Background: an optimization exercise with open tools, aiming at small area, a short achievable clock period and few clock cycles per item. Do not read the settings as production practice. Function was checked by simulation only, so behaviour that the tests miss may differ from the original.

Design SNN, start of the top module:
module SNN(
	clk,
	rst_n,
	in_valid,
	img,
	ker,
	weight,
	out_valid,
	out_data
);
Size: roughly 2600 cells after synthesis, roughly 38 I/O pins.
Settings: LEC_CHECK=0, CAP_MARGIN=20, CORE_MARGIN=2, CORE_UTILIZATION=40, CTS_CLUSTER_DIAMETER=120, CTS_CLUSTER_SIZE=24, SLEW_MARGIN=20; clock period 16.0 ns.
standard.sh (not shown) runs the stock make flow with config.mk's settings and CLKGATE_MAP_FILE= SYNTH_SCRIPT=/design/flow/synth_recipe.tcl, a recipe that flattens the netlist after the stock synthesis.
==> flow/flow/run.sh <==
#!/bin/bash
# Standard ORFS layout with two changes: the ports are buffered with buf_2, and
# after the standard synthesis the inverters that extract_fa leaves around
# full adders are removed by choosing each full adder's polarity (invopt.py).
set -euo pipefail
export BUFFER_PORTS_ARGS="-buffer_cell sky130_fd_sc_hd__buf_2"
bash standard.sh synth > synth.log 2>&1
NET=orfs/results/sky130hd/SNN/base/1_2_yosys.v
cp "$NET" synth_netlist_before_invopt.log
python3 flow/invopt.py "$NET" > invopt.log 2>&1
bash standard.sh > standard.log 2>&1
Other scripts of this flow, unchanged in this note and not shown: flow/flow/invopt.py
The baseline produced a clean layout.
Testbench counts at the start, summed over its fixed seeds: cycles 38,400, items 480.
Rerun with:
--- a/flow/design.v
+++ b/flow/design.v
@@ -95,18 +95,17 @@
 always @(posedge clk) begin
   cr <= ym[1:0] - 2'd2; cc <= x[1:0] - 2'd2; cim <= im;
   qr <= cr; qc <= cc; qim <= cim;
   if (op0) begin opr <= qr[1]; oim <= qim; end
   epr <= opr; eim <= oim;
   hk <= e3; hpr <= epr;
 end
 reg [19:0] conv;
-reg [7:0] qa, qb;
-reg qcin;
+reg [7:0] q;
 reg [7:0] pm0, pm1;
 reg [16:0] mr, m2;
 reg [7:0] f0, f1, f2, f3;
 reg [9:0] dsum;
 reg [7:0] dif;
 wire hs_1;
 wire hc_2;
 assign hs_1 = ~(~(sr12[0] & k0[7]) ^ ~(sr12[1] & k0[6]));
@@ -2831,19 +2830,18 @@
 wire hs_1299;
 wire hc_1300;
 assign hs_1299 = conv[17] ^ hc_1258;
 assign hc_1300 = conv[17] & hc_1258;
 wire hs_1301;
 wire hc_1302;
 assign hs_1301 = conv[18] ^ 1'b1;
 assign hc_1302 = conv[18] & 1'b1;
-wire [21:0] dva = {hs_1301, hs_1299, fs_1297, fs_1295, fs_1293, fs_1291, fs_1289, fs_1287, fs_1285, fs_1283, fs_1281, fs_1279, fs_1277, fs_1275, fs_1273, fs_1271, fs_1269, fs_1267, fs_1265, fs_1263, fs_1261, hs_1219};
-wire [21:0] dvb = {hc_1300, fc_1298, fc_1296, fc_1294, fc_1292, fc_1290, fc_1288, fc_1286, fc_1284, fc_1282, fc_1280, fc_1278, fc_1276, fc_1274, fc_1272, fc_1270, fc_1268, fc_1266, fc_1264, fc_1262, hc_1260, hs_1259};
-wire [14:0] dvlow = {1'b0, dva[13:0]} + {1'b0, dvb[13:0]};
+wire [21:0] divq;
+assign divq = {hs_1301, hs_1299, fs_1297, fs_1295, fs_1293, fs_1291, fs_1289, fs_1287, fs_1285, fs_1283, fs_1281, fs_1279, fs_1277, fs_1275, fs_1273, fs_1271, fs_1269, fs_1267, fs_1265, fs_1263, fs_1261, hs_1219} + {hc_1300, fc_1298, fc_1296, fc_1294, fc_1292, fc_1290, fc_1288, fc_1286, fc_1284, fc_1282, fc_1280, fc_1278, fc_1276, fc_1274, fc_1272, fc_1270, fc_1268, fc_1266, fc_1264, fc_1262, hc_1260, hs_1259};
 wire hs_1303;
 wire hc_1304;
 assign hs_1303 = ~(~(pm0[0] & wr0[5]) ^ ~(pm0[1] & wr0[4]));
 assign hc_1304 = ~(pm0[0] & wr0[5]) | ~(pm0[1] & wr0[4]);
 wire fs_1305;
 wire fc_1306;
 assign fs_1305 = ~(pm0[0] & wr0[6]) ^ ~(pm0[1] & wr0[5]) ^ ~(pm0[2] & wr0[4]);
 assign fc_1306 = (~(pm0[0] & wr0[6]) & ~(pm0[1] & wr0[5])) | (~(pm0[0] & wr0[6]) & ~(pm0[2] & wr0[4])) | (~(pm0[1] & wr0[5]) & ~(pm0[2] & wr0[4]));
@@ -3060,29 +3058,27 @@
 assign fs_1411 = fc_1362 ^ fs_1385 ^ fc_1384;
 assign fc_1412 = (fc_1362 & fs_1385) | (fc_1362 & fc_1384) | (fs_1385 & fc_1384);
 wire fs_1413;
 wire fc_1414;
 assign fs_1413 = ~(pm0[7] & wr0[7]) ^ ~m2[14] ^ fc_1386;
 assign fc_1414 = (~(pm0[7] & wr0[7]) & ~m2[14]) | (~(pm0[7] & wr0[7]) & fc_1386) | (~m2[14] & fc_1386);
 wire [16:0] mac_nx;
 assign mac_nx = {~(~m2[16]), ~(~m2[15]), ~(fs_1413), ~(fs_1411), ~(fs_1409), ~(fs_1407), ~(fs_1405), ~(fs_1403), ~(fs_1401), ~(fs_1399), ~(fs_1397), ~(fs_1395), ~(fs_1393), ~(fs_1391), ~(fs_1389), ~(~m2[1]), ~(~(pm0[0] & wr0[0]))} + {1'b0, ~(fc_1414), ~(fc_1412), ~(fc_1410), ~(fc_1408), ~(fc_1406), ~(fc_1404), ~(fc_1402), ~(fc_1400), ~(fc_1398), ~(fc_1396), ~(fc_1394), ~(fc_1392), ~(fc_1390), ~(hc_1388), ~(hs_1387), ~(~m2[0])};
-wire [7:0] q = qa + qb + {7'd0, qcin};
+wire [7:0] qn = divq[21:14];
 wire q_gt0 = q > pm0;
 wire q_gt1 = q > pm1;
 wire pfirst = !qr[0] && !qc[0];
 wire [16:0] fsum = {1'b0, mr[16:1]} + {9'd0, mr[16:9]} + 17'd1;
 wire [7:0] fcv = fsum[15:8];
 wire last = h & hpr & hk;
 wire [9:0] tot = ((hpr | hk) ? dsum : 10'd0) + {2'd0, dif};
 always @(posedge clk) begin
   conv <= conv_nx;
-  qa <= dva[21:14];
-  qb <= dvb[21:14];
-  qcin <= dvlow[14];
+  q <= qn;
   if (qv) begin
     if (!qc[1]) pm0 <= (pfirst || q_gt0) ? q : pm0;
     else if (qr[0] && qc[0]) pm0 <= q_gt1 ? q : pm1;   
     else        pm1 <= (pfirst || q_gt1) ? q : pm1;
   end
   mr <= mac_nx;
   m2 <= (op1 | op2) ? mr : 17'd0;
   if (e2 | e3) begin
The new run finished with timing, DRC and antenna clean.
Critical path depth rose by 4.
Via count rose by 3.8%.
Wire length rose by 6.8%.
Setup slack loses 0.12 ns.
Core utilization rose by 0.37 points.
Global-route usage rose by 1.1 points.
Count of clock-buffer cells in the layout rose by 2.
Sequential share of layout area fell by 0.95 points.
Maximum frequency fell by 2.6%.
Testbench counts after the change, summed over its fixed seeds: cycles 38,400, items 480.

==> separate check: timing with driven ports <==
In the flow no input, the clock included, has a driving cell. The finished layouts below were timed again as built, in two steps. Step 1: set_driving_cell puts a clkbuf_16 on clk and a buf_2 on each other input, an assumption about the parent block. Step 2 adds t to the input delays and takes it off the output delays; t is the mean of the earliest and latest rising clock arrival at the registers after step 1. Input paths then give back, and output paths get back, about the clock's delay inside the block. Slacks: no drivers / after step 1 / after step 2; pairs: no drivers / after step 1.
run | shift t [ns] | slack for setup (ns) | worst register clock-pin slew, ns
the first run | 0.679 | 11.362 / 11.362 / 11.362 | 0.12 / 0.12
the second run | 0.672 | 11.240 / 11.240 / 11.240 | 0.11 / 0.11
After both steps every run listed still meets setup and hold.
